This design comes from an exercise in tuning for small area, a short achievable clock period and few clock cycles per item on the open sky130 flow, not from production work.
Only simulation tests tie the RTL to the original design; equivalence was not proved.

## flow/design.v (module list and top-level ports; edited modules follow where they fit)
// module SNN: 3003 lines
// module snn_pp: 7 lines
// module snn_fa: 10 lines
// module snn_ha: 9 lines
module SNN(
	clk,
	rst_n,
	in_valid,
	img,
	ker,
	weight,
	out_valid,
	out_data
);
  // ...
==> flow/flow/run.sh <==
#!/bin/bash
# The standard layout, with the port buffers made of buf_4 cells instead of
# the cell buffer_ports picks by default (a slow delay buffer).
set -o pipefail
export BUFFER_PORTS_ARGS="-buffer_cell sky130_fd_sc_hd__buf_4"
bash standard.sh 2>&1 | tee standard.log
==> flow/standard.sh <==
#!/bin/bash
# synth_recipe.tcl (not shown) runs the flow's synth.tcl, then flattens the netlist and writes it again
# the make line also repeats each setting of config.mk as NAME=value (left out here)
make -C /OpenROAD-flow-scripts/flow DESIGN_CONFIG=/design/flow/config.mk WORK_HOME=/design/flow/orfs CLKGATE_MAP_FILE= SYNTH_SCRIPT=/design/flow/synth_recipe.tcl "${@:-finish}"
==> flow/config.mk <==
export PLATFORM = sky130hd
export DESIGN_NAME = SNN
export DESIGN_NICKNAME = SNN
export VERILOG_FILES = /design/flow/design.v
export SDC_FILE = /design/flow/constraint.sdc
export NUM_CORES = 4
export LEC_CHECK = 0
export CAP_MARGIN = 20
export CORE_MARGIN = 2
export CORE_UTILIZATION = 55
export CTS_BUF_LIST = sky130_fd_sc_hd__clkbuf_8 sky130_fd_sc_hd__clkbuf_4
export SLEW_MARGIN = 20
export SYNTH_HIERARCHICAL = 1
==> flow/constraint.sdc <==
create_clock -name core_clock -period 17.0 [get_ports {clk}]
set_input_delay 3.4000 -clock core_clock [delete_from_list [all_inputs] [get_ports {clk}]]
set_output_delay 3.4000 -clock core_clock [all_outputs]
set_load 0.01 [all_outputs]
==> impl_metrics.ini, run 1 <==
[run_status]
outcome = complete, no violations

[route]
vias = 20000
dr.pass1.iters = 5
routed.top_layer = met4
wl_met1_um = 31700
wl_met3_um = 4560

[min_path]
hold_depth = 0
holdPathEnd = sr4_n[3]

[yosys]
synth_compound_area_frac = 0.0285
yosys.area_share.simple = 0.101
synth_common_cells = fa_1 (685), nor2_1 (682), dfxtp_1 (306), ha_1 (186), edfxtp_1 (179)
ys.flop_type = dfxtp_1
yosys-top-cells-area = fa_1 (40%), dfxtp_1 (18%), edfxtp_1 (16%)
synth-async-reset-ratio = 0.0509

[finish]
seqAreaFraction = 0.322
area_share_clock_buf_inv = 0.0551
layout_commonest_cell = fa_1
final-nonclk-buf-share = 0.00935

[sta]
worst_pin_slew_ns = 0.963
hold_viol_final = 0
timing.final.crit_share = 0.277
slew_headroom = 0.357

[critical_path]
rr_endpoint = out_data[2]
path_delay_family = adder cells
crit_required_ns = 17.56
r2r_cells = 23

[die]
num_rows = 91
core_area_sq_um = 61600
die_w_um = 253

[placed_design]
dp_cells = 3513

[clock_network]
cts_sinks = 511
Testbench counts, summed over its fixed seeds: cycles 14,976, items 192.
==> inputs of run 2 (changes only) <==
--- a/flow/design.v
+++ b/flow/design.v
@@ -35,16 +35,34 @@
 			cnt_img <= ~cnt_img;
 		end else
 			cnt_row <= cnt_row + 3'd1;
 	end else
 		cnt_col <= cnt_col + 3'd1;
 end
 reg [7:0] k0_n, k1_n, k2_n, k3_n, k4_n, k5_n, k6_n, k7_n, k8_n;
 reg [7:0] w0, w1, w2, w3;
+wire cap_row0 = !cnt_img && cnt_row == 3'd0;
+wire cap_row1 = !cnt_img && cnt_row == 3'd1;
+wire [7:0] ker_n = ~ker;
+always @(posedge clk) begin
+	if (cap_row0 && cnt_col == 3'd0) k0_n <= ker_n;
+	if (cap_row0 && cnt_col == 3'd1) k1_n <= ker_n;
+	if (cap_row0 && cnt_col == 3'd2) k2_n <= ker_n;
+	if (cap_row0 && cnt_col == 3'd3) k3_n <= ker_n;
+	if (cap_row0 && cnt_col == 3'd4) k4_n <= ker_n;
+	if (cap_row0 && cnt_col == 3'd5) k5_n <= ker_n;
+	if (cap_row1 && cnt_col == 3'd0) k6_n <= ker_n;
+	if (cap_row1 && cnt_col == 3'd1) k7_n <= ker_n;
+	if (cap_row1 && cnt_col == 3'd2) k8_n <= ker_n;
+	if (in_valid && cap_row0 && cnt_col == 3'd0) w0 <= weight;
+	if (cap_row0 && cnt_col == 3'd1) w1 <= weight;
+	if (cap_row0 && cnt_col == 3'd2) w2 <= weight;
+	if (cap_row0 && cnt_col == 3'd3) w3 <= weight;
+end
 reg       v1;
 reg [7:0] px_n;
 reg [7:0] pxl_n;    
 reg       img1;
 reg [2:0] row1;
 reg [2:0] col1;
 always @(posedge clk or negedge rst_n) begin
 	if (!rst_n)
@@ -55,38 +73,16 @@
 always @(posedge clk) begin
 	px_n <= ~img;
 	if (in_valid)
 		pxl_n <= ~img;
 	img1 <= cnt_img;
 	row1 <= cnt_row;
 	col1 <= cnt_col;
 end
-reg [7:0] ker1_n, wgt1;
-always @(posedge clk) begin
-	ker1_n <= ~ker;
-	wgt1 <= weight;
-end
-wire first_row1 = v1 && !img1 && row1 == 3'd0;
-wire second_row1 = v1 && !img1 && row1 == 3'd1;
-always @(posedge clk) begin
-	if (first_row1 && col1 == 3'd0) k0_n <= ker1_n;
-	if (first_row1 && col1 == 3'd1) k1_n <= ker1_n;
-	if (first_row1 && col1 == 3'd2) k2_n <= ker1_n;
-	if (first_row1 && col1 == 3'd3) k3_n <= ker1_n;
-	if (first_row1 && col1 == 3'd4) k4_n <= ker1_n;
-	if (first_row1 && col1 == 3'd5) k5_n <= ker1_n;
-	if (second_row1 && col1 == 3'd0) k6_n <= ker1_n;
-	if (second_row1 && col1 == 3'd1) k7_n <= ker1_n;
-	if (second_row1 && col1 == 3'd2) k8_n <= ker1_n;
-	if (first_row1 && col1 == 3'd0) w0 <= wgt1;
-	if (first_row1 && col1 == 3'd1) w1 <= wgt1;
-	if (first_row1 && col1 == 3'd2) w2 <= wgt1;
-	if (first_row1 && col1 == 3'd3) w3 <= wgt1;
-end
 reg [7:0] sr1_n, sr2_n, sr3_n, sr4_n, sr5_n, sr6_n, sr7_n, sr8_n, sr9_n, sr10_n, sr11_n;
 always @(posedge clk) begin
 	sr1_n  <= px_n;
 	sr2_n <= sr1_n;
 	sr3_n <= sr2_n;
 	sr4_n <= sr3_n;
 	sr5_n <= sr4_n;
 	sr6_n <= sr5_n;
@@ -2370,73 +2366,157 @@
 snn_fa s4_142_u (.a(a3_s[12]), .b(a3_c[12]), .c(s4_pp47_0), .s(s4_142), .co(s4_143));
 wire s4_144, s4_145;
 snn_fa s4_144_u (.a(s4_pp54_0), .b(s4_pp61_0), .c(s4_103), .s(s4_144), .co(s4_145));
 wire s4_146, s4_147;
 snn_fa s4_146_u (.a(a3_s[13]), .b(a3_c[13]), .c(s4_pp55_0), .s(s4_146), .co(s4_147));
 wire s4_148, s4_149;
 snn_ha s4_148_u (.a(a3_s[1]), .b(a3_c[1]), .s(s4_148), .co(s4_149));
 wire s4_150, s4_151;
-snn_fa s4_150_u (.a(s4_104), .b(s4_pp2_0), .c(s4_pp9_0), .s(s4_150), .co(s4_151));
+wire s4_150_x;
+snn_x2 s4_150_u0 (.a(s4_104), .b(s4_pp2_0), .y(s4_150_x));
+snn_x2 s4_150_u1 (.a(s4_150_x), .b(s4_pp9_0), .y(s4_150));
+snn_mj s4_150_u2 (.a(s4_104), .b(s4_pp2_0), .c(s4_pp9_0), .y(s4_151));
 wire s4_152, s4_153;
-snn_fa s4_152_u (.a(s4_105), .b(s4_pp24_0), .c(s4_108), .s(s4_152), .co(s4_153));
+wire s4_152_x;
+snn_x2 s4_152_u0 (.a(s4_105), .b(s4_pp24_0), .y(s4_152_x));
+snn_x2 s4_152_u1 (.a(s4_152_x), .b(s4_108), .y(s4_152));
+snn_mj s4_152_u2 (.a(s4_105), .b(s4_pp24_0), .c(s4_108), .y(s4_153));
 wire s4_154, s4_155;
-snn_fa s4_154_u (.a(s4_109), .b(s4_107), .c(s4_110), .s(s4_154), .co(s4_155));
+wire s4_154_x;
+snn_x2 s4_154_u0 (.a(s4_109), .b(s4_107), .y(s4_154_x));
+snn_x2 s4_154_u1 (.a(s4_154_x), .b(s4_110), .y(s4_154));
+snn_mj s4_154_u2 (.a(s4_109), .b(s4_107), .c(s4_110), .y(s4_155));
 wire s4_156, s4_157;
-snn_fa s4_156_u (.a(s4_111), .b(s4_113), .c(s4_114), .s(s4_156), .co(s4_157));
+wire s4_156_x;
+snn_x2 s4_156_u0 (.a(s4_111), .b(s4_113), .y(s4_156_x));
+snn_x2 s4_156_u1 (.a(s4_156_x), .b(s4_114), .y(s4_156));
+snn_mj s4_156_u2 (.a(s4_111), .b(s4_113), .c(s4_114), .y(s4_157));
 wire s4_158, s4_159;
-snn_fa s4_158_u (.a(s4_115), .b(s4_118), .c(s4_117), .s(s4_158), .co(s4_159));
+wire s4_158_x;
+snn_x2 s4_158_u0 (.a(s4_115), .b(s4_118), .y(s4_158_x));
+snn_x2 s4_158_u1 (.a(s4_158_x), .b(s4_117), .y(s4_158));
+snn_mj s4_158_u2 (.a(s4_115), .b(s4_118), .c(s4_117), .y(s4_159));
 wire s4_160, s4_161;
-snn_fa s4_160_u (.a(s4_119), .b(s4_121), .c(s4_122), .s(s4_160), .co(s4_161));
+wire s4_160_x;
+snn_x2 s4_160_u0 (.a(s4_119), .b(s4_121), .y(s4_160_x));
+snn_x2 s4_160_u1 (.a(s4_160_x), .b(s4_122), .y(s4_160));
+snn_mj s4_160_u2 (.a(s4_119), .b(s4_121), .c(s4_122), .y(s4_161));
 wire s4_162, s4_163;
-snn_fa s4_162_u (.a(s4_123), .b(s4_125), .c(s4_126), .s(s4_162), .co(s4_163));
+wire s4_162_x;
+snn_x2 s4_162_u0 (.a(s4_123), .b(s4_125), .y(s4_162_x));
+snn_x2 s4_162_u1 (.a(s4_162_x), .b(s4_126), .y(s4_162));
+snn_mj s4_162_u2 (.a(s4_123), .b(s4_125), .c(s4_126), .y(s4_163));
 wire s4_164, s4_165;
-snn_fa s4_164_u (.a(s4_127), .b(s4_129), .c(s4_130), .s(s4_164), .co(s4_165));
+wire s4_164_x;
+snn_x2 s4_164_u0 (.a(s4_127), .b(s4_129), .y(s4_164_x));
+snn_x2 s4_164_u1 (.a(s4_164_x), .b(s4_130), .y(s4_164));
+snn_mj s4_164_u2 (.a(s4_127), .b(s4_129), .c(s4_130), .y(s4_165));
 wire s4_166, s4_167;
-snn_fa s4_166_u (.a(s4_131), .b(s4_133), .c(s4_134), .s(s4_166), .co(s4_167));
+wire s4_166_x;
+snn_x2 s4_166_u0 (.a(s4_131), .b(s4_133), .y(s4_166_x));
+snn_x2 s4_166_u1 (.a(s4_166_x), .b(s4_134), .y(s4_166));
+snn_mj s4_166_u2 (.a(s4_131), .b(s4_133), .c(s4_134), .y(s4_167));
 wire s4_168, s4_169;
-snn_fa s4_168_u (.a(s4_138), .b(s4_135), .c(s4_137), .s(s4_168), .co(s4_169));
+wire s4_168_x;
+snn_x2 s4_168_u0 (.a(s4_138), .b(s4_135), .y(s4_168_x));
+snn_x2 s4_168_u1 (.a(s4_168_x), .b(s4_137), .y(s4_168));
+snn_mj s4_168_u2 (.a(s4_138), .b(s4_135), .c(s4_137), .y(s4_169));
 wire s4_170, s4_171;
-snn_fa s4_170_u (.a(s4_139), .b(s4_142), .c(s4_141), .s(s4_170), .co(s4_171));
+wire s4_170_x;
+snn_x2 s4_170_u0 (.a(s4_139), .b(s4_142), .y(s4_170_x));
+snn_x2 s4_170_u1 (.a(s4_170_x), .b(s4_141), .y(s4_170));
+snn_mj s4_170_u2 (.a(s4_139), .b(s4_142), .c(s4_141), .y(s4_171));
 wire s4_172, s4_173;
-snn_fa s4_172_u (.a(s4_pp62_0), .b(s4_143), .c(s4_146), .s(s4_172), .co(s4_173));
+wire s4_172_x;
+snn_x2 s4_172_u0 (.a(s4_pp62_0), .b(s4_143), .y(s4_172_x));
+snn_x2 s4_172_u1 (.a(s4_172_x), .b(s4_146), .y(s4_172));
+snn_mj s4_172_u2 (.a(s4_pp62_0), .b(s4_143), .c(s4_146), .y(s4_173));
 wire s4_174, s4_175;
-snn_fa s4_174_u (.a(a3_s[14]), .b(a3_c[14]), .c(s4_pp63_0), .s(s4_174), .co(s4_175));
+wire s4_174_x;
+snn_x2 s4_174_u0 (.a(a3_s[14]), .b(a3_c[14]), .y(s4_174_x));
+snn_x2 s4_174_u1 (.a(s4_174_x), .b(s4_pp63_0), .y(s4_174));
+snn_mj s4_174_u2 (.a(a3_s[14]), .b(a3_c[14]), .c(s4_pp63_0), .y(s4_175));
 wire s4_176, s4_177;
 snn_ha s4_176_u (.a(a3_s[0]), .b(a3_c[0]), .s(s4_176), .co(s4_177));
 wire s4_178, s4_179;
-snn_fa s4_178_u (.a(s4_148), .b(s4_pp1_0), .c(s4_pp8_0), .s(s4_178), .co(s4_179));
+wire s4_178_x;
+snn_x2 s4_178_u0 (.a(s4_148), .b(s4_pp1_0), .y(s4_178_x));
+snn_x2 s4_178_u1 (.a(s4_178_x), .b(s4_pp8_0), .y(s4_178));
+snn_mj s4_178_u2 (.a(s4_148), .b(s4_pp1_0), .c(s4_pp8_0), .y(s4_179));
 wire s4_180, s4_181;
-snn_fa s4_180_u (.a(s4_149), .b(s4_pp16_0), .c(s4_150), .s(s4_180), .co(s4_181));
+wire s4_180_x;
+snn_x2 s4_180_u0 (.a(s4_149), .b(s4_pp16_0), .y(s4_180_x));
+snn_x2 s4_180_u1 (.a(s4_180_x), .b(s4_150), .y(s4_180));
+snn_mj s4_180_u2 (.a(s4_149), .b(s4_pp16_0), .c(s4_150), .y(s4_181));
 wire s4_182, s4_183;
-snn_fa s4_182_u (.a(s4_151), .b(s4_106), .c(s4_152), .s(s4_182), .co(s4_183));
+wire s4_182_x;
+snn_x2 s4_182_u0 (.a(s4_151), .b(s4_106), .y(s4_182_x));
+snn_x2 s4_182_u1 (.a(s4_182_x), .b(s4_152), .y(s4_182));
+snn_mj s4_182_u2 (.a(s4_151), .b(s4_106), .c(s4_152), .y(s4_183));
 wire s4_184, s4_185;
-snn_fa s4_184_u (.a(s4_112), .b(s4_153), .c(s4_154), .s(s4_184), .co(s4_185));
+wire s4_184_x;
+snn_x2 s4_184_u0 (.a(s4_112), .b(s4_153), .y(s4_184_x));
+snn_x2 s4_184_u1 (.a(s4_184_x), .b(s4_154), .y(s4_184));
+snn_mj s4_184_u2 (.a(s4_112), .b(s4_153), .c(s4_154), .y(s4_185));
 wire s4_186, s4_187;
-snn_fa s4_186_u (.a(s4_155), .b(s4_156), .c(s4_116), .s(s4_186), .co(s4_187));
+wire s4_186_x;
+snn_x2 s4_186_u0 (.a(s4_155), .b(s4_156), .y(s4_186_x));
+snn_x2 s4_186_u1 (.a(s4_186_x), .b(s4_116), .y(s4_186));
+snn_mj s4_186_u2 (.a(s4_155), .b(s4_156), .c(s4_116), .y(s4_187));
 wire s4_188, s4_189;
-snn_fa s4_188_u (.a(s4_157), .b(s4_120), .c(s4_158), .s(s4_188), .co(s4_189));
+wire s4_188_x;
+snn_x2 s4_188_u0 (.a(s4_157), .b(s4_120), .y(s4_188_x));
+snn_x2 s4_188_u1 (.a(s4_188_x), .b(s4_158), .y(s4_188));
+snn_mj s4_188_u2 (.a(s4_157), .b(s4_120), .c(s4_158), .y(s4_189));
 wire s4_190, s4_191;
-snn_fa s4_190_u (.a(s4_124), .b(s4_159), .c(s4_160), .s(s4_190), .co(s4_191));
+wire s4_190_x;
+snn_x2 s4_190_u0 (.a(s4_124), .b(s4_159), .y(s4_190_x));
+snn_x2 s4_190_u1 (.a(s4_190_x), .b(s4_160), .y(s4_190));
+snn_mj s4_190_u2 (.a(s4_124), .b(s4_159), .c(s4_160), .y(s4_191));
 wire s4_192, s4_193;
-snn_fa s4_192_u (.a(s4_128), .b(s4_161), .c(s4_162), .s(s4_192), .co(s4_193));
+wire s4_192_x;
+snn_x2 s4_192_u0 (.a(s4_128), .b(s4_161), .y(s4_192_x));
+snn_x2 s4_192_u1 (.a(s4_192_x), .b(s4_162), .y(s4_192));
+snn_mj s4_192_u2 (.a(s4_128), .b(s4_161), .c(s4_162), .y(s4_193));
 wire s4_194, s4_195;
-snn_fa s4_194_u (.a(s4_132), .b(s4_163), .c(s4_164), .s(s4_194), .co(s4_195));
+wire s4_194_x;
+snn_x2 s4_194_u0 (.a(s4_132), .b(s4_163), .y(s4_194_x));
+snn_x2 s4_194_u1 (.a(s4_194_x), .b(s4_164), .y(s4_194));
+snn_mj s4_194_u2 (.a(s4_132), .b(s4_163), .c(s4_164), .y(s4_195));
 wire s4_196, s4_197;
-snn_fa s4_196_u (.a(s4_136), .b(s4_165), .c(s4_166), .s(s4_196), .co(s4_197));
+wire s4_196_x;
+snn_x2 s4_196_u0 (.a(s4_136), .b(s4_165), .y(s4_196_x));
+snn_x2 s4_196_u1 (.a(s4_196_x), .b(s4_166), .y(s4_196));
+snn_mj s4_196_u2 (.a(s4_136), .b(s4_165), .c(s4_166), .y(s4_197));
 wire s4_198, s4_199;
-snn_fa s4_198_u (.a(s4_140), .b(s4_167), .c(s4_168), .s(s4_198), .co(s4_199));
+wire s4_198_x;
+snn_x2 s4_198_u0 (.a(s4_140), .b(s4_167), .y(s4_198_x));
+snn_x2 s4_198_u1 (.a(s4_198_x), .b(s4_168), .y(s4_198));
+snn_mj s4_198_u2 (.a(s4_140), .b(s4_167), .c(s4_168), .y(s4_199));
 wire s4_200, s4_201;
-snn_fa s4_200_u (.a(s4_144), .b(s4_169), .c(s4_170), .s(s4_200), .co(s4_201));
+wire s4_200_x;
+snn_x2 s4_200_u0 (.a(s4_144), .b(s4_169), .y(s4_200_x));
+snn_x2 s4_200_u1 (.a(s4_200_x), .b(s4_170), .y(s4_200));
+snn_mj s4_200_u2 (.a(s4_144), .b(s4_169), .c(s4_170), .y(s4_201));
 wire s4_202, s4_203;
-snn_fa s4_202_u (.a(s4_172), .b(s4_145), .c(s4_171), .s(s4_202), .co(s4_203));
+wire s4_202_x;
+snn_x2 s4_202_u0 (.a(s4_172), .b(s4_145), .y(s4_202_x));
+snn_x2 s4_202_u1 (.a(s4_202_x), .b(s4_171), .y(s4_202));
+snn_mj s4_202_u2 (.a(s4_172), .b(s4_145), .c(s4_171), .y(s4_203));
 wire s4_204, s4_205;
-snn_fa s4_204_u (.a(s4_174), .b(s4_147), .c(s4_173), .s(s4_204), .co(s4_205));
+wire s4_204_x;
+snn_x2 s4_204_u0 (.a(s4_174), .b(s4_147), .y(s4_204_x));
+snn_x2 s4_204_u1 (.a(s4_204_x), .b(s4_173), .y(s4_204));
+snn_mj s4_204_u2 (.a(s4_174), .b(s4_147), .c(s4_173), .y(s4_205));
 wire s4_206, s4_207;
-snn_fa s4_206_u (.a(a3_s[15]), .b(a3_c[15]), .c(s4_175), .s(s4_206), .co(s4_207));
+wire s4_206_x;
+snn_x2 s4_206_u0 (.a(a3_s[15]), .b(a3_c[15]), .y(s4_206_x));
+snn_x2 s4_206_u1 (.a(s4_206_x), .b(s4_175), .y(s4_206));
+snn_mj s4_206_u2 (.a(a3_s[15]), .b(a3_c[15]), .c(s4_175), .y(s4_207));
 wire s4_208, s4_209;
 snn_ha s4_208_u (.a(a3_s[16]), .b(a3_c[16]), .s(s4_208), .co(s4_209));
 wire s4_210, s4_211;
 snn_ha s4_210_u (.a(a3_s[17]), .b(a3_c[17]), .s(s4_210), .co(s4_211));
 wire s4_212, s4_213;
 snn_ha s4_212_u (.a(a3_s[18]), .b(a3_c[18]), .s(s4_212), .co(s4_213));
 wire [19:0] s1_s = {1'b0, 1'b0, 1'b0, s1_531, s1_529, s1_527, s1_525, s1_523, s1_521, s1_519, s1_517, s1_515, s1_513, s1_511, s1_509, s1_507, s1_505, s1_503, s1_501, s1_500};
 wire [19:0] s1_c = {1'b0, 1'b0, 1'b0, 1'b0, s1_530, s1_528, s1_526, s1_524, s1_522, s1_520, s1_518, s1_516, s1_514, s1_512, s1_510, s1_508, s1_506, s1_504, s1_502, s1_pp128_0};
@@ -2543,97 +2623,211 @@
 snn_fa dq_94_u (.a(conv[17]), .b(~conv[14]), .c(conv[11]), .s(dq_94), .co(dq_95));
 wire dq_96, dq_97;
 snn_ha dq_96_u (.a(conv[18]), .b(~conv[15]), .s(dq_96), .co(dq_97));
 wire dq_98, dq_99;
 snn_ha dq_98_u (.a(conv[19]), .b(~conv[16]), .s(dq_98), .co(dq_99));
 wire dq_100, dq_101;
 snn_ha dq_100_u (.a(conv[2]), .b(1'b1), .s(dq_100), .co(dq_101));
 wire dq_102, dq_103;
-snn_fa dq_102_u (.a(dq_37), .b(dq_38), .c(dq_2), .s(dq_102), .co(dq_103));
+wire dq_102_x;
+snn_x2 dq_102_u0 (.a(dq_37), .b(dq_38), .y(dq_102_x));
+snn_x2 dq_102_u1 (.a(dq_102_x), .b(dq_2), .y(dq_102));
+snn_mj dq_102_u2 (.a(dq_37), .b(dq_38), .c(dq_2), .y(dq_103));
 wire dq_104, dq_105;
-snn_fa dq_104_u (.a(dq_39), .b(dq_42), .c(dq_41), .s(dq_104), .co(dq_105));
+wire dq_104_x;
+snn_x2 dq_104_u0 (.a(dq_39), .b(dq_42), .y(dq_104_x));
+snn_x2 dq_104_u1 (.a(dq_104_x), .b(dq_41), .y(dq_104));
+snn_mj dq_104_u2 (.a(dq_39), .b(dq_42), .c(dq_41), .y(dq_105));
 wire dq_106, dq_107;
-snn_fa dq_106_u (.a(dq_43), .b(dq_46), .c(dq_45), .s(dq_106), .co(dq_107));
+wire dq_106_x;
+snn_x2 dq_106_u0 (.a(dq_43), .b(dq_46), .y(dq_106_x));
+snn_x2 dq_106_u1 (.a(dq_106_x), .b(dq_45), .y(dq_106));
+snn_mj dq_106_u2 (.a(dq_43), .b(dq_46), .c(dq_45), .y(dq_107));
 wire dq_108, dq_109;
-snn_fa dq_108_u (.a(dq_47), .b(dq_50), .c(dq_49), .s(dq_108), .co(dq_109));
+wire dq_108_x;
+snn_x2 dq_108_u0 (.a(dq_47), .b(dq_50), .y(dq_108_x));
+snn_x2 dq_108_u1 (.a(dq_108_x), .b(dq_49), .y(dq_108));
+snn_mj dq_108_u2 (.a(dq_47), .b(dq_50), .c(dq_49), .y(dq_109));
 wire dq_110, dq_111;
-snn_fa dq_110_u (.a(dq_51), .b(dq_53), .c(dq_54), .s(dq_110), .co(dq_111));
+wire dq_110_x;
+snn_x2 dq_110_u0 (.a(dq_51), .b(dq_53), .y(dq_110_x));
+snn_x2 dq_110_u1 (.a(dq_110_x), .b(dq_54), .y(dq_110));
+snn_mj dq_110_u2 (.a(dq_51), .b(dq_53), .c(dq_54), .y(dq_111));
 wire dq_112, dq_113;
-snn_fa dq_112_u (.a(dq_55), .b(dq_57), .c(dq_58), .s(dq_112), .co(dq_113));
+wire dq_112_x;
+snn_x2 dq_112_u0 (.a(dq_55), .b(dq_57), .y(dq_112_x));
+snn_x2 dq_112_u1 (.a(dq_112_x), .b(dq_58), .y(dq_112));
+snn_mj dq_112_u2 (.a(dq_55), .b(dq_57), .c(dq_58), .y(dq_113));
 wire dq_114, dq_115;
-snn_fa dq_114_u (.a(dq_59), .b(dq_61), .c(dq_62), .s(dq_114), .co(dq_115));
+wire dq_114_x;
+snn_x2 dq_114_u0 (.a(dq_59), .b(dq_61), .y(dq_114_x));
+snn_x2 dq_114_u1 (.a(dq_114_x), .b(dq_62), .y(dq_114));
+snn_mj dq_114_u2 (.a(dq_59), .b(dq_61), .c(dq_62), .y(dq_115));
 wire dq_116, dq_117;
-snn_fa dq_116_u (.a(dq_66), .b(dq_63), .c(dq_65), .s(dq_116), .co(dq_117));
+wire dq_116_x;
+snn_x2 dq_116_u0 (.a(dq_66), .b(dq_63), .y(dq_116_x));
+snn_x2 dq_116_u1 (.a(dq_116_x), .b(dq_65), .y(dq_116));
+snn_mj dq_116_u2 (.a(dq_66), .b(dq_63), .c(dq_65), .y(dq_117));
 wire dq_118, dq_119;
-snn_fa dq_118_u (.a(dq_67), .b(dq_70), .c(dq_69), .s(dq_118), .co(dq_119));
+wire dq_118_x;
+snn_x2 dq_118_u0 (.a(dq_67), .b(dq_70), .y(dq_118_x));
+snn_x2 dq_118_u1 (.a(dq_118_x), .b(dq_69), .y(dq_118));
+snn_mj dq_118_u2 (.a(dq_67), .b(dq_70), .c(dq_69), .y(dq_119));
 wire dq_120, dq_121;
-snn_fa dq_120_u (.a(dq_71), .b(dq_74), .c(dq_73), .s(dq_120), .co(dq_121));
+wire dq_120_x;
+snn_x2 dq_120_u0 (.a(dq_71), .b(dq_74), .y(dq_120_x));
+snn_x2 dq_120_u1 (.a(dq_120_x), .b(dq_73), .y(dq_120));
+snn_mj dq_120_u2 (.a(dq_71), .b(dq_74), .c(dq_73), .y(dq_121));
 wire dq_122, dq_123;
-snn_fa dq_122_u (.a(dq_75), .b(dq_78), .c(dq_80), .s(dq_122), .co(dq_123));
+wire dq_122_x;
+snn_x2 dq_122_u0 (.a(dq_75), .b(dq_78), .y(dq_122_x));
+snn_x2 dq_122_u1 (.a(dq_122_x), .b(dq_80), .y(dq_122));
+snn_mj dq_122_u2 (.a(dq_75), .b(dq_78), .c(dq_80), .y(dq_123));
 wire dq_124, dq_125;
-snn_fa dq_124_u (.a(dq_79), .b(dq_82), .c(dq_84), .s(dq_124), .co(dq_125));
+wire dq_124_x;
+snn_x2 dq_124_u0 (.a(dq_79), .b(dq_82), .y(dq_124_x));
+snn_x2 dq_124_u1 (.a(dq_124_x), .b(dq_84), .y(dq_124));
+snn_mj dq_124_u2 (.a(dq_79), .b(dq_82), .c(dq_84), .y(dq_125));
 wire dq_126, dq_127;
-snn_fa dq_126_u (.a(dq_88), .b(dq_83), .c(dq_86), .s(dq_126), .co(dq_127));
+wire dq_126_x;
+snn_x2 dq_126_u0 (.a(dq_88), .b(dq_83), .y(dq_126_x));
+snn_x2 dq_126_u1 (.a(dq_126_x), .b(dq_86), .y(dq_126));
+snn_mj dq_126_u2 (.a(dq_88), .b(dq_83), .c(dq_86), .y(dq_127));
 wire dq_128, dq_129;
-snn_fa dq_128_u (.a(dq_89), .b(dq_92), .c(dq_87), .s(dq_128), .co(dq_129));
+wire dq_128_x;
+snn_x2 dq_128_u0 (.a(dq_89), .b(dq_92), .y(dq_128_x));
+snn_x2 dq_128_u1 (.a(dq_128_x), .b(dq_87), .y(dq_128));
+snn_mj dq_128_u2 (.a(dq_89), .b(dq_92), .c(dq_87), .y(dq_129));
 wire dq_130, dq_131;
-snn_fa dq_130_u (.a(1'b1), .b(dq_93), .c(dq_91), .s(dq_130), .co(dq_131));
+wire dq_130_x;
+snn_x2 dq_130_u0 (.a(1'b1), .b(dq_93), .y(dq_130_x));
+snn_x2 dq_130_u1 (.a(dq_130_x), .b(dq_91), .y(dq_130));
+snn_mj dq_130_u2 (.a(1'b1), .b(dq_93), .c(dq_91), .y(dq_131));
 wire dq_132, dq_133;
-snn_fa dq_132_u (.a(conv[12]), .b(1'b1), .c(dq_96), .s(dq_132), .co(dq_133));
+wire dq_132_x;
+snn_x2 dq_132_u0 (.a(conv[12]), .b(1'b1), .y(dq_132_x));
+snn_x2 dq_132_u1 (.a(dq_132_x), .b(dq_96), .y(dq_132));
+snn_mj dq_132_u2 (.a(conv[12]), .b(1'b1), .c(dq_96), .y(dq_133));
 wire dq_134, dq_135;
-snn_fa dq_134_u (.a(conv[13]), .b(1'b1), .c(dq_97), .s(dq_134), .co(dq_135));
+wire dq_134_x;
+snn_x2 dq_134_u0 (.a(conv[13]), .b(1'b1), .y(dq_134_x));
+snn_x2 dq_134_u1 (.a(dq_134_x), .b(dq_97), .y(dq_134));
+snn_mj dq_134_u2 (.a(conv[13]), .b(1'b1), .c(dq_97), .y(dq_135));
 wire dq_136, dq_137;
-snn_fa dq_136_u (.a(~conv[17]), .b(conv[14]), .c(1'b1), .s(dq_136), .co(dq_137));
+wire dq_136_x;
+snn_x2 dq_136_u0 (.a(~conv[17]), .b(conv[14]), .y(dq_136_x));
+snn_x2 dq_136_u1 (.a(dq_136_x), .b(1'b1), .y(dq_136));
+snn_mj dq_136_u2 (.a(~conv[17]), .b(conv[14]), .c(1'b1), .y(dq_137));
 wire dq_138, dq_139;
 snn_ha dq_138_u (.a(~conv[18]), .b(conv[15]), .s(dq_138), .co(dq_139));
 wire dq_140, dq_141;
 snn_ha dq_140_u (.a(~conv[19]), .b(conv[16]), .s(dq_140), .co(dq_141));
 wire dq_142, dq_143;
 snn_ha dq_142_u (.a(dq_100), .b(dq_0), .s(dq_142), .co(dq_143));
 wire dq_144, dq_145;
-snn_fa dq_144_u (.a(dq_101), .b(dq_40), .c(dq_102), .s(dq_144), .co(dq_145));
+wire dq_144_x;
+snn_x2 dq_144_u0 (.a(dq_101), .b(dq_40), .y(dq_144_x));
+snn_x2 dq_144_u1 (.a(dq_144_x), .b(dq_102), .y(dq_144));
+snn_mj dq_144_u2 (.a(dq_101), .b(dq_40), .c(dq_102), .y(dq_145));
 wire dq_146, dq_147;
-snn_fa dq_146_u (.a(dq_103), .b(dq_44), .c(dq_104), .s(dq_146), .co(dq_147));
+wire dq_146_x;
+snn_x2 dq_146_u0 (.a(dq_103), .b(dq_44), .y(dq_146_x));
+snn_x2 dq_146_u1 (.a(dq_146_x), .b(dq_104), .y(dq_146));
+snn_mj dq_146_u2 (.a(dq_103), .b(dq_44), .c(dq_104), .y(dq_147));
 wire dq_148, dq_149;
-snn_fa dq_148_u (.a(dq_48), .b(dq_105), .c(dq_106), .s(dq_148), .co(dq_149));
+wire dq_148_x;
+snn_x2 dq_148_u0 (.a(dq_48), .b(dq_105), .y(dq_148_x));
+snn_x2 dq_148_u1 (.a(dq_148_x), .b(dq_106), .y(dq_148));
+snn_mj dq_148_u2 (.a(dq_48), .b(dq_105), .c(dq_106), .y(dq_149));
 wire dq_150, dq_151;
-snn_fa dq_150_u (.a(dq_52), .b(dq_107), .c(dq_108), .s(dq_150), .co(dq_151));
+wire dq_150_x;
+snn_x2 dq_150_u0 (.a(dq_52), .b(dq_107), .y(dq_150_x));
+snn_x2 dq_150_u1 (.a(dq_150_x), .b(dq_108), .y(dq_150));
+snn_mj dq_150_u2 (.a(dq_52), .b(dq_107), .c(dq_108), .y(dq_151));
 wire dq_152, dq_153;
-snn_fa dq_152_u (.a(dq_56), .b(dq_109), .c(dq_110), .s(dq_152), .co(dq_153));
+wire dq_152_x;
+snn_x2 dq_152_u0 (.a(dq_56), .b(dq_109), .y(dq_152_x));
+snn_x2 dq_152_u1 (.a(dq_152_x), .b(dq_110), .y(dq_152));
+snn_mj dq_152_u2 (.a(dq_56), .b(dq_109), .c(dq_110), .y(dq_153));
 wire dq_154, dq_155;
-snn_fa dq_154_u (.a(dq_60), .b(dq_111), .c(dq_112), .s(dq_154), .co(dq_155));
+wire dq_154_x;
+snn_x2 dq_154_u0 (.a(dq_60), .b(dq_111), .y(dq_154_x));
+snn_x2 dq_154_u1 (.a(dq_154_x), .b(dq_112), .y(dq_154));
+snn_mj dq_154_u2 (.a(dq_60), .b(dq_111), .c(dq_112), .y(dq_155));
 wire dq_156, dq_157;
-snn_fa dq_156_u (.a(dq_64), .b(dq_113), .c(dq_114), .s(dq_156), .co(dq_157));
+wire dq_156_x;
+snn_x2 dq_156_u0 (.a(dq_64), .b(dq_113), .y(dq_156_x));
+snn_x2 dq_156_u1 (.a(dq_156_x), .b(dq_114), .y(dq_156));
+snn_mj dq_156_u2 (.a(dq_64), .b(dq_113), .c(dq_114), .y(dq_157));
 wire dq_158, dq_159;
-snn_fa dq_158_u (.a(dq_68), .b(dq_115), .c(dq_116), .s(dq_158), .co(dq_159));
+wire dq_158_x;
+snn_x2 dq_158_u0 (.a(dq_68), .b(dq_115), .y(dq_158_x));
+snn_x2 dq_158_u1 (.a(dq_158_x), .b(dq_116), .y(dq_158));
+snn_mj dq_158_u2 (.a(dq_68), .b(dq_115), .c(dq_116), .y(dq_159));
 wire dq_160, dq_161;
-snn_fa dq_160_u (.a(dq_72), .b(dq_117), .c(dq_118), .s(dq_160), .co(dq_161));
+wire dq_160_x;
+snn_x2 dq_160_u0 (.a(dq_72), .b(dq_117), .y(dq_160_x));
+snn_x2 dq_160_u1 (.a(dq_160_x), .b(dq_118), .y(dq_160));
+snn_mj dq_160_u2 (.a(dq_72), .b(dq_117), .c(dq_118), .y(dq_161));
 wire dq_162, dq_163;
-snn_fa dq_162_u (.a(dq_76), .b(dq_119), .c(dq_120), .s(dq_162), .co(dq_163));
+wire dq_162_x;
+snn_x2 dq_162_u0 (.a(dq_76), .b(dq_119), .y(dq_162_x));
+snn_x2 dq_162_u1 (.a(dq_162_x), .b(dq_120), .y(dq_162));
+snn_mj dq_162_u2 (.a(dq_76), .b(dq_119), .c(dq_120), .y(dq_163));
 wire dq_164, dq_165;
-snn_fa dq_164_u (.a(dq_77), .b(dq_122), .c(dq_121), .s(dq_164), .co(dq_165));
+wire dq_164_x;
+snn_x2 dq_164_u0 (.a(dq_77), .b(dq_122), .y(dq_164_x));
+snn_x2 dq_164_u1 (.a(dq_164_x), .b(dq_121), .y(dq_164));
+snn_mj dq_164_u2 (.a(dq_77), .b(dq_122), .c(dq_121), .y(dq_165));
 wire dq_166, dq_167;
-snn_fa dq_166_u (.a(dq_81), .b(dq_124), .c(dq_123), .s(dq_166), .co(dq_167));
+wire dq_166_x;
+snn_x2 dq_166_u0 (.a(dq_81), .b(dq_124), .y(dq_166_x));
+snn_x2 dq_166_u1 (.a(dq_166_x), .b(dq_123), .y(dq_166));
+snn_mj dq_166_u2 (.a(dq_81), .b(dq_124), .c(dq_123), .y(dq_167));
 wire dq_168, dq_169;
-snn_fa dq_168_u (.a(dq_85), .b(dq_126), .c(dq_125), .s(dq_168), .co(dq_169));
+wire dq_168_x;
+snn_x2 dq_168_u0 (.a(dq_85), .b(dq_126), .y(dq_168_x));
+snn_x2 dq_168_u1 (.a(dq_168_x), .b(dq_125), .y(dq_168));
+snn_mj dq_168_u2 (.a(dq_85), .b(dq_126), .c(dq_125), .y(dq_169));
 wire dq_170, dq_171;
-snn_fa dq_170_u (.a(dq_90), .b(dq_127), .c(dq_128), .s(dq_170), .co(dq_171));
+wire dq_170_x;
+snn_x2 dq_170_u0 (.a(dq_90), .b(dq_127), .y(dq_170_x));
+snn_x2 dq_170_u1 (.a(dq_170_x), .b(dq_128), .y(dq_170));
+snn_mj dq_170_u2 (.a(dq_90), .b(dq_127), .c(dq_128), .y(dq_171));
 wire dq_172, dq_173;
-snn_fa dq_172_u (.a(dq_94), .b(dq_129), .c(dq_130), .s(dq_172), .co(dq_173));
+wire dq_172_x;
+snn_x2 dq_172_u0 (.a(dq_94), .b(dq_129), .y(dq_172_x));
+snn_x2 dq_172_u1 (.a(dq_172_x), .b(dq_130), .y(dq_172));
+snn_mj dq_172_u2 (.a(dq_94), .b(dq_129), .c(dq_130), .y(dq_173));
 wire dq_174, dq_175;
-snn_fa dq_174_u (.a(dq_95), .b(dq_132), .c(dq_131), .s(dq_174), .co(dq_175));
+wire dq_174_x;
+snn_x2 dq_174_u0 (.a(dq_95), .b(dq_132), .y(dq_174_x));
+snn_x2 dq_174_u1 (.a(dq_174_x), .b(dq_131), .y(dq_174));
+snn_mj dq_174_u2 (.a(dq_95), .b(dq_132), .c(dq_131), .y(dq_175));
 wire dq_176, dq_177;
-snn_fa dq_176_u (.a(dq_98), .b(dq_133), .c(dq_134), .s(dq_176), .co(dq_177));
+wire dq_176_x;
+snn_x2 dq_176_u0 (.a(dq_98), .b(dq_133), .y(dq_176_x));
+snn_x2 dq_176_u1 (.a(dq_176_x), .b(dq_134), .y(dq_176));
+snn_mj dq_176_u2 (.a(dq_98), .b(dq_133), .c(dq_134), .y(dq_177));
 wire dq_178, dq_179;
-snn_fa dq_178_u (.a(dq_99), .b(dq_136), .c(dq_135), .s(dq_178), .co(dq_179));
+wire dq_178_x;
+snn_x2 dq_178_u0 (.a(dq_99), .b(dq_136), .y(dq_178_x));
+snn_x2 dq_178_u1 (.a(dq_178_x), .b(dq_135), .y(dq_178));
+snn_mj dq_178_u2 (.a(dq_99), .b(dq_136), .c(dq_135), .y(dq_179));
 wire dq_180, dq_181;
-snn_fa dq_180_u (.a(1'b1), .b(dq_138), .c(dq_137), .s(dq_180), .co(dq_181));
+wire dq_180_x;
+snn_x2 dq_180_u0 (.a(1'b1), .b(dq_138), .y(dq_180_x));
+snn_x2 dq_180_u1 (.a(dq_180_x), .b(dq_137), .y(dq_180));
+snn_mj dq_180_u2 (.a(1'b1), .b(dq_138), .c(dq_137), .y(dq_181));
 wire dq_182, dq_183;
-snn_fa dq_182_u (.a(1'b1), .b(dq_139), .c(dq_140), .s(dq_182), .co(dq_183));
+wire dq_182_x;
+snn_x2 dq_182_u0 (.a(1'b1), .b(dq_139), .y(dq_182_x));
+snn_x2 dq_182_u1 (.a(dq_182_x), .b(dq_140), .y(dq_182));
+snn_mj dq_182_u2 (.a(1'b1), .b(dq_139), .c(dq_140), .y(dq_183));
 wire dq_184, dq_185;
 snn_ha dq_184_u (.a(conv[17]), .b(dq_141), .s(dq_184), .co(dq_185));
 wire dq_186, dq_187;
 snn_ha dq_186_u (.a(conv[18]), .b(1'b1), .s(dq_186), .co(dq_187));
 wire [22:0] qsum = {dq_185, dq_183, dq_181, dq_179, dq_177, dq_175, dq_173, dq_171, dq_169, dq_167, dq_165, dq_163, dq_161, dq_159, dq_157, dq_155, dq_153, dq_151, dq_149, dq_147, dq_145, dq_143, dq_142} + {dq_186, dq_184, dq_182, dq_180, dq_178, dq_176, dq_174, dq_172, dq_170, dq_168, dq_166, dq_164, dq_162, dq_160, dq_158, dq_156, dq_154, dq_152, dq_150, dq_148, dq_146, dq_144, dq_36};
 wire [7:0] q_nx = qsum[22:15];
 wire fc_pp0_0;
 snn_pp fc_pp0_0_u (.a(wsel_n[0]), .b(m_n[0]), .y(fc_pp0_0));
@@ -2958,26 +3152,28 @@
 always @(posedge clk or negedge rst_n) begin
 	if (!rst_n)
 		xv <= 1'b0;
 	else
 		xv <= (mv || mv_d) && mright;
 end
 wire [15:0] y = xs[16:1];
 wire [7:0]  yh = y[15:8];
-wire [8:0]  fl = y[7:0] + yh + 9'd1;
-wire        fc = fl[8];
+wire        fc = y[7:0] >= ~yh;
 wire [7:0]  f = yh + fc;
 reg  [7:0] fa0, fa1, fa2, fa3;
 reg  [9:0] acc;
 reg  [1:0] fcnt;
 wire [9:0] base = (fcnt == 2'd0) ? 10'd0 : acc;
-wire [9:0] sp = base + fa0 - yh - fc;
-wire [9:0] sn = base + yh + fc - fa0;
-wire [9:0] dtot = (fa0 > yh) ? sp : sn;
+wire [9:0] sp1 = base + fa0 + ~{2'b11, yh};            
+wire [9:0] sp0 = base + fa0 + ~{2'b11, yh} + 10'd1;    
+wire [9:0] sn0 = base + yh + ~{2'b11, fa0} + 10'd1;    
+wire [9:0] sn1 = base + yh + ~{2'b11, fa0} + 10'd2;    
+wire       gt = fa0 > yh;
+wire [9:0] dtot = gt ? (fc ? sp1 : sp0) : (fc ? sn1 : sn0);
 always @(posedge clk) begin
 	if (xv) begin
 		fa0 <= fa1;
 		fa1 <= fa2;
 		fa2 <= fa3;
 		fa3 <= f;
 		acc <= dtot;
 	end
@@ -3003,16 +3199,31 @@
 endmodule
 module snn_pp(
 	input a,
 	input b,
 	output y
 );
 assign y = ~(a | b);
 endmodule
+module snn_x2(
+	input a,
+	input b,
+	output y
+);
+assign y = a ^ b;
+endmodule
+module snn_mj(
+	input a,
+	input b,
+	input c,
+	output y
+);
+assign y = (a & b) | (a & c) | (b & c);
+endmodule
 module snn_fa(
 	input a,
 	input b,
 	input c,
 	output s,
 	output co
 );
 assign s = a ^ b ^ c;
==> run 2 against run 1 <==
Still clean. Worst setup slack better by 0.12 ns. Routed wire length rose by 4.0%. Clock skew down 0.0013 ns. Critical endpoint is now out_data[3]. Largest cell class unchanged.
==> impl_metrics.ini, run 2 <==
[critical_path]
max_stage_delay_ns = 0.37
crit_chain = buf_4
cp_slowest_cell = dfrtp_1
critPathKind = reg -> out
cp_num_buf_inv = 1
setup.worst_path.start_class = flip-flop
path_delay_family = flip-flops
cp_num_cells = 1
arrival_ns = 1.19
r2r_cells = 16
crit_required_ns = 13.60
end_kind = primary output
path_max_fanout = 1

[sta]
finClkSkew_ns = 0.0340
timing.final.crit_share = 0.270
slew_headroom = 0.234
drv_slew = 0
hold_viol_final = 0
holdWs_ns = 0.311
setup_viol = 0
min_period_ns = 4.59
rsz0062_at_grt = no
worst_pin_slew_ns = 1.14
clock.fmax_mhz = 218
totalNegativeSetupSlack_ns = 0

[run_status]
outcome = complete, no violations

[yosys]
ys.flop_type = dfxtp_1
synth_edf_count = 179
synth_most_common_cell = nor2_1
avgSynthCellArea_sq_um = 12.5
yosys.area.top_type_share = 0.356
yosys-top-cells-area = fa_1 (36%), dfxtp_1 (17%), edfxtp_1 (15%)
syn_area_sq_um = 34700
synthCells = 2776
yosysTopAreaCell = fa_1
synth_common_cells = nor2_1 (694), fa_1 (617), dfxtp_1 (290), edfxtp_1 (179), ha_1 (179)
yosys_warnings = 7
ys_types = 79
ys_ff_latch = 495
synth-async-reset-ratio = 0.0525
seq_area_frac_synth = 0.341

[finish]
layout_commonest_cell = nor2_1
layout.nets = 3740
drive_gt1_frac = 0.103
regMostFlops = conv
mostFrequentLayoutCells = nor2_1 (694), fa_1 (617), dfxtp_1 (290), ha_1 (179), edfxtp_1 (179)
syn_to_final_growth_pct = 9.61
largest_register_ffs = 20

[clock_network]
tritoncts = yes
insertion_delay_ns = 0.69
cts_max_path_buffers = 3
numCtsBuffers = 83
ctsHtreeMaxLevel = 3
cts_resized = 0
cts_hold_buf = 0
root_buffer = clkbuf_8
post_cts_buffers = 0
clkTransAtPathRegs_ns = 0.06
cts_sinks = 495

[min_path]
hp-class = reg -> reg
hold_depth = 0

[global_route]
track_usage = 0.268
antenna_found_initial = 6
grt_pass1_vias = 23300
grt_max_degree = 47
grt_overflow = 0
grt_pass1_wl_um = 130000

[placed_design]
io_buffer_count = 37
routabilityCongestion = 0.891
hpwlAfterDp_um = 65000

[die]
die_y_um = 255
start_util = 0.553
design.die.area_sq_um = 65100
core_area_sq_um = 62700
num_rows = 92
ioPinCount = 38
die_w_um = 255

[route]
routedWlPerCell_um = 21.3
remaining_drc_errors = 0
dr.pass1.iters = 5
first_iter_violations = 1230
routed_wl_um = 81800
ant_nets = 0
routed_via_density = 5.51
vias = 21200

[flow_run]
drv_cap = 0
## run 2: changes by cell type in the layout (fill, tap and decap cells not counted), sizes merged, moves of 6 or more
cell / before / now
xor2: 19 / 154
fa: 685 / 617
maj3: 0 / 66
inv: 139 / 119
dfxtp: 306 / 290
nand2b: 22 / 10
nand4: 6 / 18
nor2: 682 / 694
a21o: 11 / 18
ha: 186 / 179
o21bai: 2 / 9
conb: 20 / 26
## run 2: worst paths after layout
kind / startpoint / to / slack [ns]
max in group asynchronous: rst_n / xv / 14.07
min: col1[0] / cc[0] / 0.31
max reg2reg: k8_n[0] / conv[18] / 12.51
max: out_data[3] / out_data[3] / 12.41
min in group asynchronous: rst_n / out_data[5] / 2.63
min reg2reg: col1[0] / cc[0] / 0.31
## run 2: modules after synthesis, one instance, submodules excluded
| module | cells inside | area [sq um] |
|---|---|---|
| snn_ha | 1 | 12.5 |
| SNN | 1263 | 17500 |
| snn_x2 | 1 | 8.76 |
| snn_fa | 1 | 20.0 |
| snn_pp | 1 | 3.75 |
| snn_mj | 1 | 11.3 |
## run 2: area by class of cell
type / count / area, sq um
sequential: 495 / 11800
clock buffer: 128 / 1580
clock inverter: 28 / 299
tap: 846 / 1060
multi-input combinational: 2179 / 22500
timing repair buffer: 43 / 323
fill: 5073 / 24700
inverter: 115 / 432
antenna: 5 / 12.5
## run 2: cell families (layout without fill, tap and decap cells)
family          count (synthesis)  count (layout)  share of synthesized area
other cells                     2              31                   0.000216
compound gates                179             179                     0.0352
mux                            40              40                     0.0124
fa+ha+maj                     862             862                      0.442
buf+inv                       126             314                     0.0139
simple gates                  870             870                      0.104
xor+xnor                      202             202                     0.0516
flops                         495             495                      0.341
## run 2: per-stage QoR
step | setup WS, ns | instance area (sq um) | utilization | cells
floorplan | 12.90 | 34800 | - | 2800
global placement | 12.49 | 36100 | 0.576 | 3678
detailed placement | 12.50 | 36100 | 0.576 | 3678
CTS | 12.34 | 38000 | 0.606 | 3834
global route | 12.09 | 38000 | 0.606 | 3838
finish | 12.41 | 38000 | 0.606 | 3839
## run 2: routing by layer
metal	global-route usage	routed length, um
met2	0.433	39900
met1	0.364	34700
met3	0.0442	4200
met5	0	0
met4	0.106	2990
Testbench counts of run 2, summed over its fixed seeds: cycles 14,976, items 192.
==> inputs of run 3 (changes only) <==
--- a/flow/config.mk
+++ b/flow/config.mk
@@ -9,4 +9,6 @@
 export CORE_MARGIN = 2
-export CORE_UTILIZATION = 55
-export CTS_BUF_LIST = sky130_fd_sc_hd__clkbuf_8 sky130_fd_sc_hd__clkbuf_4
+export CORE_UTILIZATION = 60
+export CTS_BUF_LIST = sky130_fd_sc_hd__clkbuf_16 sky130_fd_sc_hd__clkbuf_8
+export CTS_CLUSTER_DIAMETER = 60
+export CTS_CLUSTER_SIZE = 30
 export SLEW_MARGIN = 20
==> run 3 against run 2 <==
Core utilization grew 5.4 points. Sequential share of layout area rose by 0.091 points. Non-clock buffer count increased by 1. Critical path type is now reg -> reg. Register-to-register slack worse by 0.09 ns. Cell count down 4.2%. Worst setup slack improved by 0.0097 ns.
==> impl_metrics.ini, run 3 <==
[run_status]
outcome = complete, no violations

[route]
routedWlPerCell_um = 22.0
routed_via_density = 5.73
ant_nets = 0
first_iter_violations = 1311
remaining_drc_errors = 0
dr.pass1.iters = 5
vias = 21100
routed_wl_um = 80800

[yosys]
synth-async-reset-ratio = 0.0525
ys_types = 79
synth_common_cells = nor2_1 (694), fa_1 (617), dfxtp_1 (290), edfxtp_1 (179), ha_1 (179)
yosysTopAreaCell = fa_1
synth_most_common_cell = nor2_1
yosys-top-cells-area = fa_1 (36%), dfxtp_1 (17%), edfxtp_1 (15%)
syn_area_sq_um = 34700
yosys.area.top_type_share = 0.356
ys_ff_latch = 495
ys.flop_type = dfxtp_1
synthCells = 2776
synth_edf_count = 179
avgSynthCellArea_sq_um = 12.5
yosys_warnings = 7
seq_area_frac_synth = 0.341

[finish]
syn_to_final_growth_pct = 9.29
layout_commonest_cell = nor2_1
mostFrequentLayoutCells = nor2_1 (694), fa_1 (617), dfxtp_1 (290), ha_1 (179), edfxtp_1 (179)
final_cell_area_sq_um = 37900
largest_register_ffs = 20
drive_gt1_frac = 0.0793
multi_input_area_sq_um = 22500
post-route-util = 0.660
regMostFlops = conv
register_area_sq_um = 11800
nFillCells = 4363
layout.nets = 3701

[flow_run]
drv_cap = 0

[sta]
setup_viol = 0
timing.final.crit_share = 0.269
totalNegativeSetupSlack_ns = 0
rsz0062_at_grt = no
finClkSkew_ns = 0.0461
clock.fmax_mhz = 218
min_period_ns = 4.58
worst_pin_slew_ns = 1.05
hold_viol_final = 0
drv_slew = 0
setup_ws_ns = 12.42
slew_headroom = 0.300

[min_path]
hp-class = reg -> reg

[clock_network]
cts_resized = 0
tritoncts = yes
cts_hold_buf = 0
cts_max_path_buffers = 3
ctsHtreeMaxLevel = 2
cts_sinks = 495
insertion_delay_ns = 0.62
post_cts_buffers = 0
root_buffer = clkbuf_16
numCtsBuffers = 43
clkTransAtPathRegs_ns = 0.11

[critical_path]
crit_required_ns = 17.47
path_max_fanout = 8
arrival_ns = 5.05
critPathKind = reg -> reg
end_kind = flip-flop
setup.worst_path.start_class = flip-flop

[placed_design]
io_buffer_count = 37
placement.cell_area_sq_um = 36000
dp_slack_ns = 12.46
hpwlAfterDp_um = 64000
routabilityCongestion = 0.921

[die]
ioPinCount = 38
core_area_sq_um = 57500
die_w_um = 244
design.die.area_sq_um = 59800
start_util = 0.604
die_y_um = 244
num_rows = 88

[global_route]
antenna_found_initial = 5
grt_pass1_vias = 23500
grt_pass1_wl_um = 131000
grt_max_degree = 47
track_usage = 0.288
grt_overflow = 0
run 3: path summary, 6_finish.rpt:
| check | startpoint | endpoint | slack, ns | cells past startpoint |
|---|---|---|---|---|
| min in group asynchronous | rst_n | mv_d | 2.70 | 1 |
| max | pxl_n[4] | conv[18] | 12.42 | 16 |
| max in group asynchronous | rst_n | qv | 14.00 | 1 |
| min reg2reg | sr2_n[7] | sr3_n[7] | 0.32 | 0 |
| max reg2reg | pxl_n[4] | conv[18] | 12.42 | 16 |
| min | sr2_n[7] | sr3_n[7] | 0.32 | 0 |
run 3: kinds of logic after synthesis:
family,count (synthesis),share of synthesized area
AOI/OAI and AO/OA,179,0.0352
buffers and inverters,126,0.0139
xor gates and xnor gates,202,0.0516
adders and majority gates,862,0.442
muxes,40,0.0124
other,2,0.000216
and+or+nand+nor,870,0.104
DFF,495,0.341
run 3: per-stage QoR:
| stage | std cells | hold WS (ns) |
|---|---|---|
| after floorplan | 2800 | 0.310 |
| after CTS | 3677 | 0.322 |
| after global routing | 3678 | 0.324 |
| after global placement | 3598 | 0.311 |
| final | 3678 | 0.321 |
| after detailed placement | 3598 | 0.312 |
run 3: critical path, cell delays in order, from the launching register on:
cell       delay (ns)
edfxtp_1         0.55
nor2_1           0.20
fa_1             0.46
fa_1             0.42
xor2_1           0.21
xor2_1           0.32
xor2_1           0.19
ha_1             0.31
a2111oi_0        0.44
a21oi_1          0.10
o211ai_1         0.14
a21oi_1          0.14
nor4_1           0.22
nor3_1           0.12
a211oi_1         0.34
a21oi_1          0.14
xor2_1           0.16
run 3: final cells by class:
cell class | count | area share
antenna | 1 | 0.0000660
clock buffer | 45 | 0.0297
sequential | 495 | 0.312
timing repair buffer | 44 | 0.00871
inverter | 115 | 0.0114
multi-input combinational | 2179 | 0.593
clock inverter | 34 | 0.0201
tap | 765 | 0.0252
run 3: routing by layer:
layer / vias up / GRT usage / wire length [um]
li1: 9269 / - / -
met5: - / 0 / 8
met4: 2 / 0.105 / 3310
met3: 192 / 0.0419 / 4380
met1: 10900 / 0.398 / 33700
met2: 667 / 0.468 / 39300
run 3: modules after synthesis, one instance, submodules excluded:
module,times used,flops+latches
snn_fa,599,0
snn_pp,640,0
SNN,1,495
snn_ha,76,0
snn_mj,66,0
snn_x2,132,0
==> inputs of run 4 (changes only) <==
==> flow/flow/run.sh (replaced) <==
#!/bin/bash
# The standard layout (standard.sh), with these changes to how it is made:
#  - the port buffers are buf_4 cells instead of the cell buffer_ports picks
#    by default (a slow delay buffer);
#  - the timing repair steps aim for 12.7 ns of setup slack on the 17 ns
#    clock and may change a cell's footprint, so they size up the gates of
#    the longest paths. The clock, its period and the constraints are
#    unchanged.
set -o pipefail
bash standard.sh \
  BUFFER_PORTS_ARGS="-buffer_cell sky130_fd_sc_hd__buf_4" \
  SETUP_SLACK_MARGIN=12.45 \
  MATCH_CELL_FOOTPRINT=0 \
  finish 2>&1 | tee standard.log
--- a/flow/config.mk
+++ b/flow/config.mk
@@ -9,6 +9,4 @@
 export CORE_MARGIN = 2
-export CORE_UTILIZATION = 60
+export CORE_UTILIZATION = 55
 export CTS_BUF_LIST = sky130_fd_sc_hd__clkbuf_16 sky130_fd_sc_hd__clkbuf_8
-export CTS_CLUSTER_DIAMETER = 60
-export CTS_CLUSTER_SIZE = 30
 export SLEW_MARGIN = 20
==> run 4 against run 3 <==
Critical path depth decreased by 15. Via count shrank 0.84%. Worst hold slack lost 0.0011 ns. Fmax rose by 1.5%. Flip-flop and latch count unchanged. Worst setup slack better by 0.069 ns. Die area rose by 8.9%. Sequential share of layout area decreased by 0.26 points. Non-clock buffer count increased by 14.
==> impl_metrics.ini, run 4 <==
[run_status]
outcome = complete, no violations

[route]
ant_nets = 0
dr.pass1.iters = 5
routedWlPerCell_um = 21.5
routed_via_density = 5.50
first_iter_violations = 1285
routed_wl_um = 81600
vias = 20900
remaining_drc_errors = 0

[yosys]
avgSynthCellArea_sq_um = 12.5
synth_edf_count = 179
ys_ff_latch = 495
synthCells = 2776
synth_most_common_cell = nor2_1
yosys-top-cells-area = fa_1 (36%), dfxtp_1 (17%), edfxtp_1 (15%)
ys.flop_type = dfxtp_1
yosys.area.top_type_share = 0.356
synth-async-reset-ratio = 0.0525
yosys_warnings = 7
seq_area_frac_synth = 0.341
yosysTopAreaCell = fa_1
syn_area_sq_um = 34700
synth_common_cells = nor2_1 (694), fa_1 (617), dfxtp_1 (290), edfxtp_1 (179), ha_1 (179)
ys_types = 79

[critical_path]
cp_slowest_cell = dfrtp_1
cp_num_buf_inv = 1
crit_chain = buf_6
arrival_ns = 1.11
critPathKind = reg -> out
path_max_fanout = 1
max_stage_delay_ns = 0.39
path_delay_family = flip-flops
end_kind = primary output
crit_required_ns = 13.60
r2r_cells = 15
cp_num_cells = 1
setup.worst_path.start_class = flip-flop

[die]
num_rows = 92
ioPinCount = 38
die_y_um = 255
design.die.area_sq_um = 65100
core_area_sq_um = 62700
start_util = 0.553
die_w_um = 255

[placed_design]
io_buffer_count = 37
routabilityCongestion = 0.891
hpwlAfterDp_um = 65000
dp_slack_ns = 12.50

[sta]
setup_ws_ns = 12.49
timing.final.crit_share = 0.265
finClkSkew_ns = 0.0427
rsz0062_at_grt = yes
drv_slew = 0
clock.fmax_mhz = 222
setup_viol = 0
min_period_ns = 4.51
worst_pin_slew_ns = 1.08
hold_viol_final = 0
slew_headroom = 0.275
totalNegativeSetupSlack_ns = 0

[finish]
largest_register_ffs = 20
regMostFlops = conv
drive_gt1_frac = 0.0942
layout.nets = 3727
mostFrequentLayoutCells = nor2_1 (691), fa_1 (615), dfxtp_1 (288), edfxtp_1 (179), ha_1 (177)
syn_to_final_growth_pct = 10.2
layout_commonest_cell = nor2_1

[global_route]
grt_overflow = 0
grt_pass1_wl_um = 130000
antenna_found_initial = 6
track_usage = 0.266
grt_pass1_vias = 23000
grt_max_degree = 47

[clock_network]
clkTransAtPathRegs_ns = 0.07
insertion_delay_ns = 0.62
root_buffer = clkbuf_16
numCtsBuffers = 55
cts_max_path_buffers = 3
ctsHtreeMaxLevel = 2
tritoncts = yes
cts_sinks = 495

[min_path]
hold_depth = 0
hp-class = reg -> reg

[flow_run]
drv_cap = 0
## run 4: path summary, 6_finish.rpt
kind / startpoint / end / slack [ns]
max: out_data[2] / out_data[2] / 12.49
max in group asynchronous: rst_n / cnt_col[0] / 14.00
min reg2reg: sr8_n[0] / sr9_n[0] / 0.32
min: sr8_n[0] / sr9_n[0] / 0.32
min in group asynchronous: rst_n / out_data[5] / 2.71
max reg2reg: pxl_n[5] / conv[18] / 12.54
## run 4: timing repair
item / CTS / global route
hold buffers: 0 / 0
setup endpoints to repair: 4 / 16
gates resized for setup: 4 / 19
cloned: 0 / 0
endpoints found under the hold margin: 0 / 0
buffers inserted: 0 / 15
pin swaps: 0 / 5
## run 4: kinds of logic after synthesis
group / synth area share
DFF: 0.341
adders and majority gates: 0.442
AOI/OAI and AO/OA: 0.0352
xor gates and xnor gates: 0.0516
other: 0.000216
and+or+nand+nor: 0.104
muxes: 0.0124
buffers and inverters: 0.0139
## run 4: Yosys stat by module (local to each module, per instance)
module,cells inside,copies in the design,flops+latches
snn_fa,1,599,0
snn_x2,1,132,0
snn_pp,1,640,0
snn_ha,1,76,0
SNN,1263,1,495
snn_mj,1,66,0
## run 4: stage by stage
step | std cells | utilization | area [sq um] | hold slack [ns]
after CTS | 3781 | 0.607 | 38100 | 0.312
after detailed placement | 3678 | 0.576 | 36100 | 0.313
after floorplan | 2800 | - | 34800 | 0.310
after global placement | 3678 | 0.576 | 36100 | 0.310
after global routing | 3799 | 0.610 | 38300 | 0.317
final | 3800 | 0.610 | 38300 | 0.320
## run 4: layer usage
| metal | wire length [um] | vias up | global-route usage |
|---|---|---|---|
| met2 | 39500 | 562 | 0.433 |
| met1 | 34800 | 10800 | 0.364 |
| met3 | 4150 | 165 | 0.0421 |
| met4 | 3100 | 0 | 0.0959 |
| li1 | - | 9372 | - |
| met5 | 0 | - | 0 |
## run 4: area by class of cell
cell class,count,area [sq um]
repair buffers,58,450
clock inverters,38,319
inverters,115,432
flip-flops and latches,495,11800
multi-input cells,2179,22600
fillers,5071,24500
well taps,846,1060
diodes,4,10.0
clock buffers,65,1580

[afterwards: timing with drivers on the ports]
No port has a modelled driver above. Below, the same layouts with a new extraction and two added sets of constraints. Step 1 assumes that a clkbuf_16 drives the clock port and a buf_2 every other input. Step 2 adds t to the input delays and takes it off the output delays; t is the mean of the earliest and latest rising clock arrival at the registers after step 1. Input paths then give back, and output paths get back, about the clock's delay inside the block. Slacks: ideal ports / drivers / drivers and shift; pairs: ideal ports / drivers.
| run | t, ns | slack for setup (ns) | clock arrival spread, ns |
|---|---|---|---|
| run 1 | 0.732 | 12.292 / 12.292 / 12.292 | 0.036 / 0.036 |
| run 2 | 0.734 | 12.409 / 12.345 / 12.507 | 0.042 / 0.042 |
| run 3 | 0.653 | 12.419 / 12.419 / 12.419 | 0.056 / 0.056 |
| run 4 | 0.666 | 12.488 / 12.424 / 12.539 | 0.043 / 0.043 |
After both steps setup and hold are still met in every run listed.
